From an optimization exercise on the open Yosys and OpenROAD flow, aimed at small area; shortcuts taken in it are not production practice.
The RTL was checked by simulation tests, not by an equivalence proof against the original design.

==> inputs of build 4 <==
==> flow/design.v <==
module sevenseg (data, ledsegments);
input [3:0] data;
output [6:0] ledsegments;
assign ledsegments[0] = (~data[0] & ~data[1] & data[2]) | (data[0] & ~data[1] & ~data[2] & ~data[3]);
assign ledsegments[1] = (data[0] & ~data[1] & data[2]) | (~data[0] & data[1] & data[2]);
assign ledsegments[2] = (~data[0] & data[1] & ~data[2]);
assign ledsegments[3] = (~data[0] & ~data[1] & data[2]) | (data[0] & data[1] & data[2]) | (data[0] & ~data[1] & ~data[2] & ~data[3]);
assign ledsegments[4] = data[0] | (~data[1] & data[2]);
assign ledsegments[5] = (data[1] & ~data[2]) | (data[0] & data[1]) | (data[0] & ~data[2] & ~data[3]);
assign ledsegments[6] = (data[0] & data[1] & data[2]) | (~data[1] & ~data[2] & ~data[3]);
endmodule
module sevenseg6 (data, ledsegments);
input [2:0] data;
output [6:0] ledsegments;
assign ledsegments[0] = (~data[0] & data[2]) | (data[0] & ~data[1] & ~data[2]);
assign ledsegments[1] = (data[0] & data[2]);
assign ledsegments[2] = (~data[0] & data[1]);
assign ledsegments[3] = (~data[0] & data[2]) | (data[0] & ~data[1] & ~data[2]);
assign ledsegments[4] = data[2] | data[0];
assign ledsegments[5] = (data[0] & ~data[2]) | data[1];
assign ledsegments[6] = (~data[1] & ~data[2]);
endmodule
module digit10 (c, s, last);
input [3:0] c;
output [3:0] s;
output last;
assign s[0] = ~c[0];
assign s[1] = (c[0] & ~c[1] & ~c[3]) | (~c[0] & c[1]);
assign s[2] = (~c[0] & c[2]) | (~c[1] & c[2]) | (c[0] & c[1] & ~c[2]);
assign s[3] = (~c[0] & c[3]) | (c[0] & c[1] & c[2]);
assign last = (c[0] & c[3]);
endmodule
module digit6 (c, s, last);
input [2:0] c;
output [2:0] s;
output last;
assign s[0] = ~c[0];
assign s[1] = (~c[0] & c[1]) | (c[0] & ~c[1] & ~c[2]);
assign s[2] = (~c[0] & c[2]) | (c[0] & c[1]);
assign last = (c[0] & c[2]);
endmodule
module Light(in_key, out_key, clk, clr);
  input in_key, clk, clr;
  output out_key;
  reg [1:0] cnt;
  always @(posedge clk)
    if (clr | in_key) cnt <= 2'd0;
    else if (cnt != 2'd3) cnt <= cnt + 2'd1;
  assign out_key = (cnt == 2'd3);
endmodule
module stopwatch_01(clk,rst,key_reset,key_start_pause,key_display_stop,
					hex0,hex1,hex2,hex3,hex4,hex5,
					led0,led1,led2,led3 );
	input clk,rst,key_reset,key_start_pause,key_display_stop;
	output [6:0] hex0,hex1,hex2,hex3,hex4,hex5;
	output led0,led1,led2,led3;
	reg led0,led1,led2;
	assign led3 = 1'b0;
	reg [1:0] m3;     
	reg [2:0] m7;     
	reg [3:0] m11;    
	reg [3:0] m13;    
	reg [15:0] m60001;  
	localparam [2:0] P7 = 3'b010;
	localparam [3:0] P4 = 4'b1010;
	localparam [15:0] P16 = 16'haaaa;
	wire [2:0] s7 = m7 ^ P7;
	wire [3:0] s11 = m11 ^ P4;
	wire [3:0] s13 = m13 ^ P4;
	wire [15:0] s60001 = m60001 ^ P16;
	wire t11 = (s11 == 4'b1001);           
	wire t13 = (s13 == 4'b1101);           
	wire tick_h = t11;                                   
	wire tick_s = (s7 == 3'b110) & t11 & t13;            
	wire tick_m = (s60001 == 16'hc008);                  
	wire clr    = ~m3[1] & (s7 == 3'b100);               
	always @(posedge clk)
		if (rst) begin
			m3 <= 2'b10; m7 <= 3'b001 ^ P7; m11 <= 4'b0111 ^ P4; m13 <= 4'b0110 ^ P4; m60001 <= 16'h0021 ^ P16;
		end else begin
			m3 <= {~m3[0], ~(~m3[1] | m3[0])};
			m7 <= {s7[1:0], s7[2] ^ s7[1]} ^ P7;
			m11 <= {s11[2:0], s11[3] ^ s11[0] ^ t11} ^ P4;
			m13 <= {s13[2:0], s13[3] ^ s13[0] ^ t13} ^ P4;
			m60001 <= {s60001[14:0], s60001[15] ^ s60001[11] ^ s60001[5] ^ s60001[0] ^ tick_m} ^ P16;
		end
	wire reset_1_time, start_1_time, display_1_time;
	Light Segment_key_reset ( key_reset,reset_1_time,clk,clr | rst);
	Light Segment_key_start_pause ( key_start_pause,start_1_time,clk,clr | rst);
	Light Segment_key_display_stop ( key_display_stop,display_1_time,clk,clr | rst);
	localparam [3:0] Z10 = 4'd0;
	localparam [2:0] Z6 = 3'd0;
	reg [3:0] ms_lo, ms_hi, s_lo, m_lo;
	reg [2:0] s_hi, m_hi;
	reg [3:0] d_ms_lo, d_ms_hi, d_s_lo, d_m_lo;
	reg [2:0] d_s_hi, d_m_hi;
	wire [3:0] sc_ms_lo, sc_ms_hi, sc_s_lo, sc_m_lo;
	wire [2:0] sc_s_hi, sc_m_hi;
	wire l_ms_lo, l_ms_hi, l_s_lo, l_m_lo, l_s_hi, l_m_hi;
	digit10 u_ms_lo (ms_lo, sc_ms_lo, l_ms_lo);
	digit10 u_ms_hi (ms_hi, sc_ms_hi, l_ms_hi);
	digit10 u_s_lo (s_lo, sc_s_lo, l_s_lo);
	digit6  u_s_hi (s_hi, sc_s_hi, l_s_hi);
	digit10 u_m_lo (m_lo, sc_m_lo, l_m_lo);
	digit6  u_m_hi (m_hi, sc_m_hi, l_m_hi);
	wire run = ~start_1_time;
	wire i_ms_lo = run & tick_h;
	wire i_ms_hi = i_ms_lo & l_ms_lo;
	wire i_s_lo = run & tick_s;
	wire i_s_hi = i_s_lo & l_s_lo;
	wire i_m_lo = run & tick_m;
	wire i_m_hi = i_m_lo & l_m_lo;
	wire [3:0] n_ms_lo = i_ms_lo ? sc_ms_lo : ms_lo;
	wire [3:0] n_ms_hi = i_ms_hi ? sc_ms_hi : ms_hi;
	wire [3:0] n_s_lo = i_s_lo ? sc_s_lo : s_lo;
	wire [2:0] n_s_hi = i_s_hi ? sc_s_hi : s_hi;
	wire [3:0] n_m_lo = i_m_lo ? sc_m_lo : m_lo;
	wire [2:0] n_m_hi = i_m_hi ? sc_m_hi : m_hi;
	always @(posedge clk)
		if (rst) begin
			led0 <= 0; led1 <= 0; led2 <= 0;
			ms_lo <= Z10; ms_hi <= Z10; s_lo <= Z10; s_hi <= Z6; m_lo <= Z10; m_hi <= Z6;
			d_ms_lo <= Z10; d_ms_hi <= Z10; d_s_lo <= Z10; d_s_hi <= Z6; d_m_lo <= Z10; d_m_hi <= Z6;
		end else begin
			led0 <= reset_1_time;
			led1 <= start_1_time;
			led2 <= display_1_time & (led2 | ~key_display_stop);
			if (!display_1_time) begin
				d_ms_lo <= n_ms_lo; d_ms_hi <= n_ms_hi; d_s_lo <= n_s_lo;
				d_s_hi <= n_s_hi; d_m_lo <= n_m_lo; d_m_hi <= n_m_hi;
			end
			if (reset_1_time) begin
				ms_lo <= Z10; ms_hi <= Z10; s_lo <= Z10; s_hi <= Z6; m_lo <= Z10; m_hi <= Z6;
			end else begin
				ms_lo <= n_ms_lo; ms_hi <= n_ms_hi; s_lo <= n_s_lo;
				s_hi <= n_s_hi; m_lo <= n_m_lo; m_hi <= n_m_hi;
			end
		end
	sevenseg6 LED8_minute_display_high ( d_m_hi, hex5 );
	sevenseg  LED8_minute_display_low ( d_m_lo, hex4 );
	sevenseg6 LED8_second_display_high( d_s_hi, hex3 );
	sevenseg  LED8_second_display_low ( d_s_lo, hex2 );
	sevenseg  LED8_msecond_display_high( d_ms_hi, hex1 );
	sevenseg  LED8_msecond_display_low ( d_ms_lo, hex0 );
endmodule
==> flow/flow/run.sh <==
#!/bin/bash
# Layout flow: the standard.sh (ORFS) with
#  - the standard synthesis, unchanged, then the combinational logic between
#    the registers re-mapped by ABC for area (registers and their names kept);
#  - buf_1 port buffers;
#  - a clock tree without dummy loads.
# Every tool's output goes to a log file of its own in this folder.
set -euo pipefail
RES=orfs/results/sky130hd/stopwatch_01/base
LIB=$FLOW_HOME/platforms/sky130hd/lib/sky130_fd_sc_hd__tt_025C_1v80.lib
export BUFFER_PORTS_ARGS="-buffer_cell sky130_fd_sc_hd__buf_1"
export CTS_ARGS="-sink_clustering_enable -repair_clock_nets -dont_use_dummy_load -buf_list sky130_fd_sc_hd__clkbuf_4"

bash standard.sh synth > standard_synth.log 2>&1
cp $RES/1_2_yosys.v synth_standard.v
yosys -c flow/remap.tcl > remap.log 2>&1
cp synth_remapped.v $RES/1_2_yosys.v
rm -f $RES/1_synth.odb $RES/1_synth.sdc
bash standard.sh > standard_finish.log 2>&1
==> flow/flow/area.abc <==
strash; dch -f; amap; strash; dch -f; amap; topo
==> flow/flow/remap.tcl <==
# Re-map the combinational logic of the standard synthesis for area.
# Flip-flops and tie cells are kept as they are (same instances, same names).
yosys -import
set lib $::env(FLOW_HOME)/platforms/sky130hd/lib/sky130_fd_sc_hd__tt_025C_1v80.lib
read_liberty -ignore_miss_func $lib
blackbox sky130_fd_sc_hd__dfxtp_1 sky130_fd_sc_hd__conb_1
read_verilog synth_standard.v
hierarchy -top $::env(FLOW_TOP)
flatten
opt_clean
abc -liberty $lib -dont_use *lpflow* -dont_use *probe* -script flow/area.abc
opt_clean
tee -o remap_stat.txt stat -liberty $lib
write_verilog -noattr -noexpr -nohex -nodec synth_remapped.v
==> flow/standard.sh <==
#!/bin/bash
# synth_recipe.tcl (not shown) runs the flow's synth.tcl, then flattens the netlist and writes it again
# the make line also repeats each setting of config.mk as NAME=value (left out here)
make -C /OpenROAD-flow-scripts/flow DESIGN_CONFIG=/design/flow/config.mk WORK_HOME=/design/flow/orfs CLKGATE_MAP_FILE= SYNTH_SCRIPT=/design/flow/synth_recipe.tcl "${@:-finish}"
==> flow/config.mk <==
export PLATFORM = sky130hd
export DESIGN_NAME = stopwatch_01
export DESIGN_NICKNAME = stopwatch_01
export VERILOG_FILES = /design/flow/design.v
export SDC_FILE = /design/flow/constraint.sdc
export NUM_CORES = 4
export LEC_CHECK = 0
export CAP_MARGIN = 20
export CORE_MARGIN = 2
export CORE_UTILIZATION = 70
export CTS_BUF_LIST = sky130_fd_sc_hd__clkbuf_8
export CTS_CLUSTER_SIZE = 40
export SLEW_MARGIN = 20
==> flow/constraint.sdc <==
create_clock -name core_clock -period 10.0 [get_ports {clk}]
set_input_delay 2.0000 -clock core_clock [delete_from_list [all_inputs] [get_ports {clk}]]
set_output_delay 2.0000 -clock core_clock [all_outputs]
set_load 0.01 [all_outputs]
==> inputs of trial 42, as changes to build 4 <==
--- a/flow/flow/run.sh
+++ b/flow/flow/run.sh
@@ -10,5 +10,5 @@
 LIB=$FLOW_HOME/platforms/sky130hd/lib/sky130_fd_sc_hd__tt_025C_1v80.lib
 export BUFFER_PORTS_ARGS="-buffer_cell sky130_fd_sc_hd__buf_1"
-export CTS_ARGS="-sink_clustering_enable -repair_clock_nets -dont_use_dummy_load -buf_list sky130_fd_sc_hd__clkbuf_4"
+export CTS_ARGS="-sink_clustering_enable -repair_clock_nets -dont_use_dummy_load -buf_list sky130_fd_sc_hd__clkbuf_16 -sink_clustering_size 100 -sink_clustering_max_diameter 500"
 
 bash standard.sh synth > standard_synth.log 2>&1
==> inputs of build 90, as changes to build 4 <==
--- a/flow/design.v
+++ b/flow/design.v
@@ -2,21 +2,21 @@
 input [3:0] data;
 output [6:0] ledsegments;
-assign ledsegments[0] = (~data[0] & ~data[1] & data[2]) | (data[0] & ~data[1] & ~data[2] & ~data[3]);
-assign ledsegments[1] = (data[0] & ~data[1] & data[2]) | (~data[0] & data[1] & data[2]);
-assign ledsegments[2] = (~data[0] & data[1] & ~data[2]);
-assign ledsegments[3] = (~data[0] & ~data[1] & data[2]) | (data[0] & data[1] & data[2]) | (data[0] & ~data[1] & ~data[2] & ~data[3]);
-assign ledsegments[4] = data[0] | (~data[1] & data[2]);
-assign ledsegments[5] = (data[1] & ~data[2]) | (data[0] & data[1]) | (data[0] & ~data[2] & ~data[3]);
-assign ledsegments[6] = (data[0] & data[1] & data[2]) | (~data[1] & ~data[2] & ~data[3]);
+assign ledsegments[0] = (~data[0] & ~data[3]);
+assign ledsegments[1] = (data[0] & data[3]);
+assign ledsegments[2] = (data[0] & ~data[1] & ~data[3]);
+assign ledsegments[3] = (data[2] & ~data[3]) | (~data[0] & ~data[3]);
+assign ledsegments[4] = (~data[0] & ~data[3]) | (~data[1] & data[2]) | (data[1] & ~data[3]);
+assign ledsegments[5] = (~data[1] & ~data[3]) | (data[0] & ~data[3]);
+assign ledsegments[6] = (~data[0] & ~data[2]) | (data[0] & data[1] & data[2]);
 endmodule
 module sevenseg6 (data, ledsegments);
 input [2:0] data;
 output [6:0] ledsegments;
-assign ledsegments[0] = (~data[0] & data[2]) | (data[0] & ~data[1] & ~data[2]);
-assign ledsegments[1] = (data[0] & data[2]);
-assign ledsegments[2] = (~data[0] & data[1]);
-assign ledsegments[3] = (~data[0] & data[2]) | (data[0] & ~data[1] & ~data[2]);
-assign ledsegments[4] = data[2] | data[0];
-assign ledsegments[5] = (data[0] & ~data[2]) | data[1];
+assign ledsegments[0] = (data[0] & ~data[1]) | (~data[0] & data[1]);
+assign ledsegments[1] = (~data[1] & data[2]);
+assign ledsegments[2] = (data[1] & ~data[2]);
+assign ledsegments[3] = (data[0] & ~data[1]) | (~data[0] & data[1]);
+assign ledsegments[4] = (data[0] & ~data[1]) | data[2];
+assign ledsegments[5] = data[0];
 assign ledsegments[6] = (~data[1] & ~data[2]);
 endmodule
@@ -25,9 +25,9 @@
 output [3:0] s;
 output last;
-assign s[0] = ~c[0];
-assign s[1] = (c[0] & ~c[1] & ~c[3]) | (~c[0] & c[1]);
-assign s[2] = (~c[0] & c[2]) | (~c[1] & c[2]) | (c[0] & c[1] & ~c[2]);
-assign s[3] = (~c[0] & c[3]) | (c[0] & c[1] & c[2]);
-assign last = (c[0] & c[3]);
+assign s[0] = (~c[0] & ~c[3]) | (~c[1] & ~c[3]) | (c[0] & c[3]);
+assign s[1] = c[0];
+assign s[2] = c[1];
+assign s[3] = c[2];
+assign last = (~c[0] & ~c[1] & c[2]);
 endmodule
 module digit6 (c, s, last);
@@ -35,8 +35,8 @@
 output [2:0] s;
 output last;
-assign s[0] = ~c[0];
-assign s[1] = (~c[0] & c[1]) | (c[0] & ~c[1] & ~c[2]);
-assign s[2] = (~c[0] & c[2]) | (c[0] & c[1]);
-assign last = (c[0] & c[2]);
+assign s[0] = ~c[2];
+assign s[1] = c[0];
+assign s[2] = c[1];
+assign last = (~c[1] & c[2]);
 endmodule
 module Light(in_key, out_key, clk, clr);
@@ -57,8 +57,8 @@
 	reg led0,led1,led2;
 	assign led3 = 1'b0;
-	reg [1:0] m3;     
-	reg [2:0] m7;     
-	reg [3:0] m11;    
-	reg [3:0] m13;    
+	reg [1:0] m3;       
+	reg [2:0] m7;       
+	reg [3:0] m11;      
+	reg [3:0] m13;      
 	reg [15:0] m60001;  
 	localparam [2:0] P7 = 3'b010;
@@ -69,19 +69,23 @@
 	wire [3:0] s13 = m13 ^ P4;
 	wire [15:0] s60001 = m60001 ^ P16;
-	wire t11 = (s11 == 4'b1001);           
-	wire t13 = (s13 == 4'b1101);           
+	wire t11 = s11[3] & s11[0];                          
+	wire t13 = ~s13[3] & s13[1] & ~s13[0];               
 	wire tick_h = t11;                                   
-	wire tick_s = (s7 == 3'b110) & t11 & t13;            
-	wire tick_m = (s60001 == 16'hc008);                  
-	wire clr    = ~m3[1] & (s7 == 3'b100);               
+	wire tick_s = s7[2] & s7[0] & t11 & t13;             
+	wire tick_m = (s60001 == 16'h7993);                  
+	wire clr    = ~m3[1] & s7[1] & s7[0];                
+	wire f7 = ~(s7[2] ^ s7[0]);
+	wire f11 = (~s11[2] & ~s11[3]) | (~s11[0] & ~s11[1] & s11[3]);
+	wire f13 = (s13[0] & ~s13[2] & s13[3]) | (~s13[0] & ~s13[3]) | (s13[1] & ~s13[3]);
+	wire f60001 = tick_m | (s60001[15] ^ s60001[6]);
 	always @(posedge clk)
 		if (rst) begin
-			m3 <= 2'b10; m7 <= 3'b001 ^ P7; m11 <= 4'b0111 ^ P4; m13 <= 4'b0110 ^ P4; m60001 <= 16'h0021 ^ P16;
+			m3 <= 2'b10; m7 <= 3'b110 ^ P7; m11 <= 4'b0101 ^ P4; m13 <= 4'b1010 ^ P4; m60001 <= 16'he64f ^ P16;
 		end else begin
 			m3 <= {~m3[0], ~(~m3[1] | m3[0])};
-			m7 <= {s7[1:0], s7[2] ^ s7[1]} ^ P7;
-			m11 <= {s11[2:0], s11[3] ^ s11[0] ^ t11} ^ P4;
-			m13 <= {s13[2:0], s13[3] ^ s13[0] ^ t13} ^ P4;
-			m60001 <= {s60001[14:0], s60001[15] ^ s60001[11] ^ s60001[5] ^ s60001[0] ^ tick_m} ^ P16;
+			m7 <= {s7[1:0], f7} ^ P7;
+			m11 <= {s11[2:0], f11} ^ P4;
+			m13 <= {s13[2:0], f13} ^ P4;
+			m60001 <= {s60001[14:0], f60001} ^ P16;
 		end
 	wire reset_1_time, start_1_time, display_1_time;
@@ -89,5 +93,5 @@
 	Light Segment_key_start_pause ( key_start_pause,start_1_time,clk,clr | rst);
 	Light Segment_key_display_stop ( key_display_stop,display_1_time,clk,clr | rst);
-	localparam [3:0] Z10 = 4'd0;
+	localparam [3:0] Z10 = 4'd8;
 	localparam [2:0] Z6 = 3'd0;
 	reg [3:0] ms_lo, ms_hi, s_lo, m_lo;
==> flow/flow/run.sh (replaced) <==
#!/bin/bash
# Layout flow: the standard.sh (ORFS) with
#  - the standard synthesis, unchanged, then the combinational logic between
#    the registers re-mapped by ABC for area with a few scripts, keeping the
#    smallest netlist (registers, their names and cell types kept);
#  - buf_1 port buffers;
#  - a clock tree of clkbuf_4 without dummy loads.
# Every tool's output goes to a log file of its own in this folder.
set -euo pipefail
RES=orfs/results/sky130hd/stopwatch_01/base
export BUFFER_PORTS_ARGS="-buffer_cell sky130_fd_sc_hd__buf_1"
export CTS_ARGS="-sink_clustering_enable -repair_clock_nets -dont_use_dummy_load -buf_list sky130_fd_sc_hd__clkbuf_4"

bash standard.sh synth > standard_synth.log 2>&1
cp $RES/1_2_yosys.v synth_standard.v
best=""; bestarea=""
for s in flow/abc_*.script; do
  n=$(basename $s .script)
  if ABC_SCRIPT=$s OUT=remap_$n.v yosys -c flow/remap.tcl > remap_$n.log 2>&1; then
    a=$(grep "Chip area" remap_$n.v.stat | awk '{print $NF}')
    echo "$n $a" >> remap_areas.log
    if [ -z "$best" ] || awk "BEGIN{exit !($a < $bestarea)}"; then best=$n; bestarea=$a; fi
  fi
done
echo "picked $best $bestarea" >> remap_areas.log
cp remap_$best.v $RES/1_2_yosys.v
rm -f $RES/1_synth.odb $RES/1_synth.sdc
bash standard.sh > standard_finish.log 2>&1
==> flow/flow/abc_a.script (new file) <==
strash; dch -f; amap; topo
==> flow/flow/abc_b.script (new file) <==
strash; dc2; dch -f; amap; topo
==> flow/flow/abc_c.script (new file) <==
strash; dch -f; amap; strash; dch -f; amap; topo
==> flow/flow/abc_d.script (new file) <==
strash; dch -f; map -a; topo
==> flow/flow/remap.tcl (replaced) <==
# Re-map the combinational logic of the standard synthesis for area with the
# ABC script $ABC_SCRIPT, writing $OUT. Flip-flops and tie cells are kept as
# they are (same instances, same names, same cell types).
yosys -import
set lib $::env(FLOW_HOME)/platforms/sky130hd/lib/sky130_fd_sc_hd__tt_025C_1v80.lib
read_liberty -ignore_miss_func $lib
blackbox sky130_fd_sc_hd__dfxtp_1 sky130_fd_sc_hd__conb_1
read_verilog synth_standard.v
hierarchy -top $::env(FLOW_TOP)
flatten
opt_clean
abc -liberty $lib -dont_use *lpflow* -dont_use *probe* -script $::env(ABC_SCRIPT)
opt_clean
tee -o $::env(OUT).stat stat -liberty $lib
write_verilog -noattr -noexpr -nohex -nodec $::env(OUT)
removed: flow/flow/area.abc
==> impl_results.md <==
- Status: no timing/DRC/antenna violations
- Met1 global-route usage: about a third
- Inst Count DP: 409
- Final GP Congestion: between 0.7 and 0.8
- Worst Hold End: m11[2]
- Clock-pin slew on the worst setup and hold paths: about 0.11 ns
- Max Freq: 260 MHz
- Worst r2r src: m60001[6]
-- figures above: build 90

==> impl_results.md <==
- Inst Count DP: 457
- Critical path arrival: 4.06 ns
- Met1 global-route usage: 26.8%
- Clock-pin slew on the worst setup and hold paths: 0.12 ns
- Max cap viols: 0
- Status: no timing/DRC/antenna violations
- Final GP Congestion: just under 0.8
- Max Freq: roughly 260 MHz
-- figures above: build 4

==> impl_results.md <==
- Clock-pin slew on the worst setup and hold paths: 0.05 ns
- Site row count: 23
- Final GP Congestion: a little under 0.8
- Worst EP required: 10.16 ns
- Worst Hold End: m11[3]
- Starting density of the core: 72.9%
- Inst Count DP: 457
- Final nets: about 420
- Max Freq: 250 MHz
- Worst r2r src: Segment_key_start_pause.cnt[0]
- #MultiIn Comb: 235
- Status: no timing/DRC/antenna violations
- Met1 global-route usage: a little under 30%
-- figures above: trial 42

[re-timing with driven ports]
The flow's constraints put no driver on any port. The routed layouts listed below were extracted and timed again, unchanged, in two steps. Step 1 sets driving cells, clkbuf_16 on the clock port and buf_2 on the other inputs (assumed; they add their load-dependent delay and slew). Step 2 also shifts input and output timing later by t, the mid clock arrival at the registers, as if the neighbouring blocks saw the same clock. Three values: no drivers, after step 1, after step 2; two values: the first two.
run	shift t [ns]	slack for setup (ns)	slew at the worst register clock pin (ns)	cell pins on the clock port's net
build 4	0.416	6.193 / 6.192 / 5.775	0.12 / 0.12	1
trial 42	0.344	5.995 / 6.001 / 5.657	0.06 / 0.06	1
build 90	0.439	6.153 / 6.154 / 5.715	0.11 / 0.11	1
After both steps every run listed still meets setup and hold. For build 90, which loses most, drivers alone change the setup slack by +0.001 ns; drivers and shift together by -0.438 ns.
